Background: an optimization exercise with open tools, aiming at small area and a short achievable clock period. Do not read the settings as production practice. Only simulation tests tie the RTL to the original design; equivalence was not proved. Power and IR drop assume default switching activity.

==> flow/design.v (excerpt) <==
module Median_Filter#
  (parameter row = 554, col = 430)
  (input            clk,
  input signed[31:0]pixel,
  input       [7:0] data_in_0, data_in_1, data_in_2,
  input       [7:0] data_in_3, data_in_4, data_in_5,
  input       [7:0] data_in_6, data_in_7, data_in_8,
  output            done,
  output reg  [7:0]data_filtered);
  function gt8;
    input [7:0] a, b;
    integer i;
    begin
      gt8 = 1'b0;
      for (i = 0; i < 8; i = i + 1)
        gt8 = (a[i] & ~b[i]) | ((a[i] | ~b[i]) & gt8);
    end
  endfunction
  wire [17:0] p  = pixel[17:0];
  wire [16:0] q  = pixel[17:1];
  wire        p0 = pixel[0];
  wire p_lt_n;
  assign p_lt_n = (~p[17] | (~p[16] | (~p[15] | (~p[14] & (~p[13] | (~p[12] & (~p[11] & (~p[10] & (~p[9] | (~p[8] & (~p[7] | (~p[6] & (~p[5] & (~p[4] & (~p[3] | ~p[2])))))))))))))));
  wire p_lt_r;
  assign p_lt_r = (~p[17] & (~p[16] & (~p[15] & (~p[14] & (~p[13] & (~p[12] & (~p[11] & (~p[10] & (~p[9] | (~p[8] & (~p[7] & (~p[6] & (~p[5] | (~p[4] & (~p[3] | (~p[2] & ~p[1]))))))))))))))));
  wire p_lt_last;
  assign p_lt_last = (~p[17] | (~p[16] | (~p[15] | (~p[14] & (~p[13] | (~p[12] & (~p[11] & (~p[10] & (~p[9] & (~p[8] & (~p[7] & (~p[6] | (~p[5] | (~p[4] & (~p[3] & (~p[2] & ~p[1]))))))))))))))));
  wire hi_zero = ~|pixel[31:18];
  wire in_img  = hi_zero & p_lt_n;
  assign done  = ~pixel[31] & ~in_img;
  wire col_edge = in_img & (p_lt_r | ~p_lt_last);
  wire [14:0] nq = ~q[14:0];
  wire rw1 = ~p0;
  wire rs2, rc2;
  mf_ha u_ha2 (.a(q[14]), .b(nq[12]), .s(rs2), .co(rc2));
  wire rs3, rc3;
  mf_ha u_ha3 (.a(q[15]), .b(nq[13]), .s(rs3), .co(rc3));
  wire rw4 = q[16] ^ nq[14];
  wire rs5, rc5;
  mf_ha u_ha5 (.a(q[9]), .b(nq[7]), .s(rs5), .co(rc5));
  wire rs6, rc6;
  mf_ha u_ha6 (.a(q[10]), .b(nq[8]), .s(rs6), .co(rc6));
  wire rs7, rc7;
  mf_fa u_fa7 (.a(q[11]), .b(nq[9]), .c(q[5]), .s(rs7), .co(rc7));
  wire rs8, rc8;
  mf_ha u_ha8 (.a(nq[2]), .b(q[0]), .s(rs8), .co(rc8));
  wire rs9, rc9;
  ...
clock: 32.0 ns
lec_check: 0
cap_margin: 20
core_margin: 2
core_utilization: 40
cts_buf_list: sky130_fd_sc_hd__clkbuf_2
slew_margin: 20
standard.sh (not shown) runs the stock make flow with config.mk's settings and CLKGATE_MAP_FILE= SYNTH_SCRIPT=/design/flow/synth_recipe.tcl, a recipe that flattens the netlist after the stock synthesis.
==> flow/flow/run.sh <==
#!/bin/bash
# Own layout flow: the standard ORFS flow with these changes:
#  2. ports are buffered with sky130_fd_sc_hd__buf_1.
# Each tool's output goes to a log file in the work folder.
set -euo pipefail
W=$(pwd)
export MF_FLOW="$W/flow"
export BUFFER_PORTS_ARGS="-buffer_cell sky130_fd_sc_hd__buf_1"
make -C "$FLOW_HOME" DESIGN_CONFIG="$W/config.mk" WORK_HOME="$W/orfs" CLKGATE_MAP_FILE= \
  SYNTH_SCRIPT="$W/flow/synth.tcl" synth > "$W/synth.log" 2>&1
bash "$W/standard.sh" > "$W/layout.log" 2>&1
test -f "$W/out/final.def"
==> flow/flow/area.abc <==
strash
dc2
dch -f
map -a
strash
dch -f
map -a
topo
==> flow/flow/cells_map.v <==
// Hand mapping of the design's leaf modules onto library cells.
module mf_aoi222 (input a1, a2, b1, b2, c1, c2, output y);
  sky130_fd_sc_hd__a222oi_1 _TECHMAP_REPLACE_ (.A1(a1), .A2(a2), .B1(b1), .B2(b2), .C1(c1), .C2(c2), .Y(y));
endmodule
module mf_fa (input a, b, c, output s, co);
  sky130_fd_sc_hd__fa_1 _TECHMAP_REPLACE_ (.A(a), .B(b), .CIN(c), .SUM(s), .COUT(co));
endmodule
module mf_ha (input a, b, output s, co);
  sky130_fd_sc_hd__ha_1 _TECHMAP_REPLACE_ (.A(a), .B(b), .SUM(s), .COUT(co));
endmodule
module mf_maj (input a, b, c, output y);
  sky130_fd_sc_hd__maj3_1 _TECHMAP_REPLACE_ (.A(a), .B(b), .C(c), .X(y));
endmodule
==> flow/flow/synth.tcl <==
proc synth {args} { yosys synth -nofsm -noshare {*}$args }
# As synth_recipe.tcl, except:
#  - after the first hierarchy pass, the design's leaf modules listed in
#    flow/cells_map.v are mapped onto the library cells given there;
#  - the logic cone of the output `done` is mapped with ORFS's speed script,
#    the rest with the area-oriented script flow/area.abc.
set ::mf_mapped 0
proc hierarchy {args} {
  yosys hierarchy {*}$args
  if { !$::mf_mapped } {
    set ::mf_mapped 1
    yosys techmap -map $::env(MF_FLOW)/cells_map.v
    yosys hierarchy {*}$args
  }
}
proc abc {args} {
  set i [lsearch -exact $args -script]
  set speed [lreplace $args [expr {$i + 1}] [expr {$i + 1}] $::env(SCRIPTS_DIR)/abc_speed.script]
  set area [lreplace $args [expr {$i + 1}] [expr {$i + 1}] $::env(MF_FLOW)/area.abc]
  yosys select -set mf_done_cone w:done %ci*
  yosys abc {*}$speed @mf_done_cone
  yosys abc {*}$area
}
source $::env(SCRIPTS_DIR)/synth.tcl
# left out here: clear keep_hierarchy, flatten, clean up, hide names made inside functions, write 1_2_yosys.v
Then changed:
--- a/flow/design.v
+++ b/flow/design.v
@@ -121,39 +121,46 @@
   wire rm49;
   mf_maj u_mj49 (.a(rc31), .b(rs32), .c(rm48), .y(rm49));
   wire rm50;
   mf_maj u_mj50 (.a(rc32), .b(rs33), .c(rm49), .y(rm50));
   wire rs51, rc51;
   mf_fa u_fa51 (.a(rc33), .b(rs34), .c(rm50), .s(rs51), .co(rc51));
   wire rs52, rc52;
   mf_fa u_fa52 (.a(rc34), .b(rs35), .c(rc51), .s(rs52), .co(rc52));
   wire rs53, rc53;
   mf_fa u_fa53 (.a(rc35), .b(rs36), .c(rc52), .s(rs53), .co(rc53));
   wire rs54, rc54;
-  mf_fa u_fa54 (.a(rc36), .b(rs37), .c(rc53), .s(rs54), .co(rc54));
-  wire rs55, rc55;
-  mf_fa u_fa55 (.a(rc37), .b(rs38), .c(rc54), .s(rs55), .co(rc55));
+  mf_ha u_ha54 (.a(rc36), .b(rs37), .s(rs54), .co(rc54));
+  wire rw55 = rs54 | rc54;
   wire rs56, rc56;
-  mf_fa u_fa56 (.a(rc38), .b(rs39), .c(rc55), .s(rs56), .co(rc56));
-  wire rs57, rc57;
-  mf_fa u_fa57 (.a(rc39), .b(rs40), .c(rc56), .s(rs57), .co(rc57));
+  mf_ha u_ha56 (.a(rc37), .b(rs38), .s(rs56), .co(rc56));
+  wire rw57 = rs56 | rc56;
   wire rs58, rc58;
-  mf_fa u_fa58 (.a(rc40), .b(rs41), .c(rc57), .s(rs58), .co(rc58));
-  wire rs59, rc59;
-  mf_fa u_fa59 (.a(rc41), .b(rs42), .c(rc58), .s(rs59), .co(rc59));
+  mf_ha u_ha58 (.a(rc38), .b(rs39), .s(rs58), .co(rc58));
+  wire rw59 = rs58 | rc58;
   wire rs60, rc60;
-  mf_fa u_fa60 (.a(rc42), .b(rs43), .c(rc59), .s(rs60), .co(rc60));
-  wire rw61 = rc43 ^ rw44 ^ rc60;
-  wire rw62 = ~(rs54 | rs55 | rs56 | rs57 | rs58 | rs59 | rs60 | rw61);
-  wire rw63 = rw62 & ~(rs51 & rs52 & rs53);
-  wire row_mult_ok = rw63;
+  mf_ha u_ha60 (.a(rc39), .b(rs40), .s(rs60), .co(rc60));
+  wire rw61 = rs60 | rc60;
+  wire rs62, rc62;
+  mf_ha u_ha62 (.a(rc40), .b(rs41), .s(rs62), .co(rc62));
+  wire rw63 = rs62 | rc62;
+  wire rs64, rc64;
+  mf_ha u_ha64 (.a(rc41), .b(rs42), .s(rs64), .co(rc64));
+  wire rw65 = rs64 | rc64;
+  wire rs66, rc66;
+  mf_ha u_ha66 (.a(rc42), .b(rs43), .s(rs66), .co(rc66));
+  wire rw67 = rs66 | rc66;
+  wire rw68 = rc43 ^ rw44;
+  wire rw69 = (rs54 ~^ rc53) & (rs56 ~^ rw55) & (rs58 ~^ rw57) & (rs60 ~^ rw59) & (rs62 ~^ rw61) & (rs64 ~^ rw63) & (rs66 ~^ rw65) & (rw68 ~^ rw67);
+  wire rw70 = rw69 & ~(rs51 & rs52 & rs53);
+  wire row_mult_ok = rw70;
   wire row_edge = in_img & row_mult_ok;
   wire [7:0] m0n, m1n, m2n, res;
   mf_med3n u_m0 (.a(data_in_0), .b(data_in_1), .c(data_in_2), .force_b(col_edge), .yn(m0n));
   mf_med3n u_m1 (.a(data_in_3), .b(data_in_4), .c(data_in_5), .force_b(col_edge), .yn(m1n));
   mf_med3n u_m2 (.a(data_in_6), .b(data_in_7), .c(data_in_8), .force_b(col_edge), .yn(m2n));
   mf_med3n u_mf (.a(m0n), .b(m1n), .c(m2n), .force_b(row_edge), .yn(res));
   always @(posedge clk)
     data_filtered <= res;
 endmodule
 module mf_med3n
   (input  [7:0] a, b, c,
After rerunning: The new run produced a clean layout; non-clock buffer count is unchanged; final area climbs by 0.56%; power climbs by 2.5%; setup slack gets better by 0.29 ns; via count climbs by 1.2%; fmax climbs by 2.1%; hold slack gets better by 0.013 ns.

## afterwards: timing with drivers on the ports
No port has a modelled driver above. Below, the same layouts with a new extraction and two added sets of constraints.
Step 1, drivers: a clkbuf_16 drives clk and a buf_2 each remaining input, both assumed.
Step 2 times the ports against the registers' clock, not the clock port: input delays grow and output delays shrink by t, the midpoint of the rising clock arrivals with the driver on.
a / b / c = no drivers / after step 1 / after step 2; a / b = the first two.
run | shift t [ns] | setup slack, ns | worst setup path after step 2
the first run | 0.245 | 17.706 / 17.702 / 17.456 | input to register
the second run | 0.231 | 17.999 / 17.977 / 17.977 | input to output
After both steps setup and hold are still met in every run listed. For the first run, which loses most, drivers alone change the setup slack by -0.004 ns; drivers and shift together by -0.250 ns.
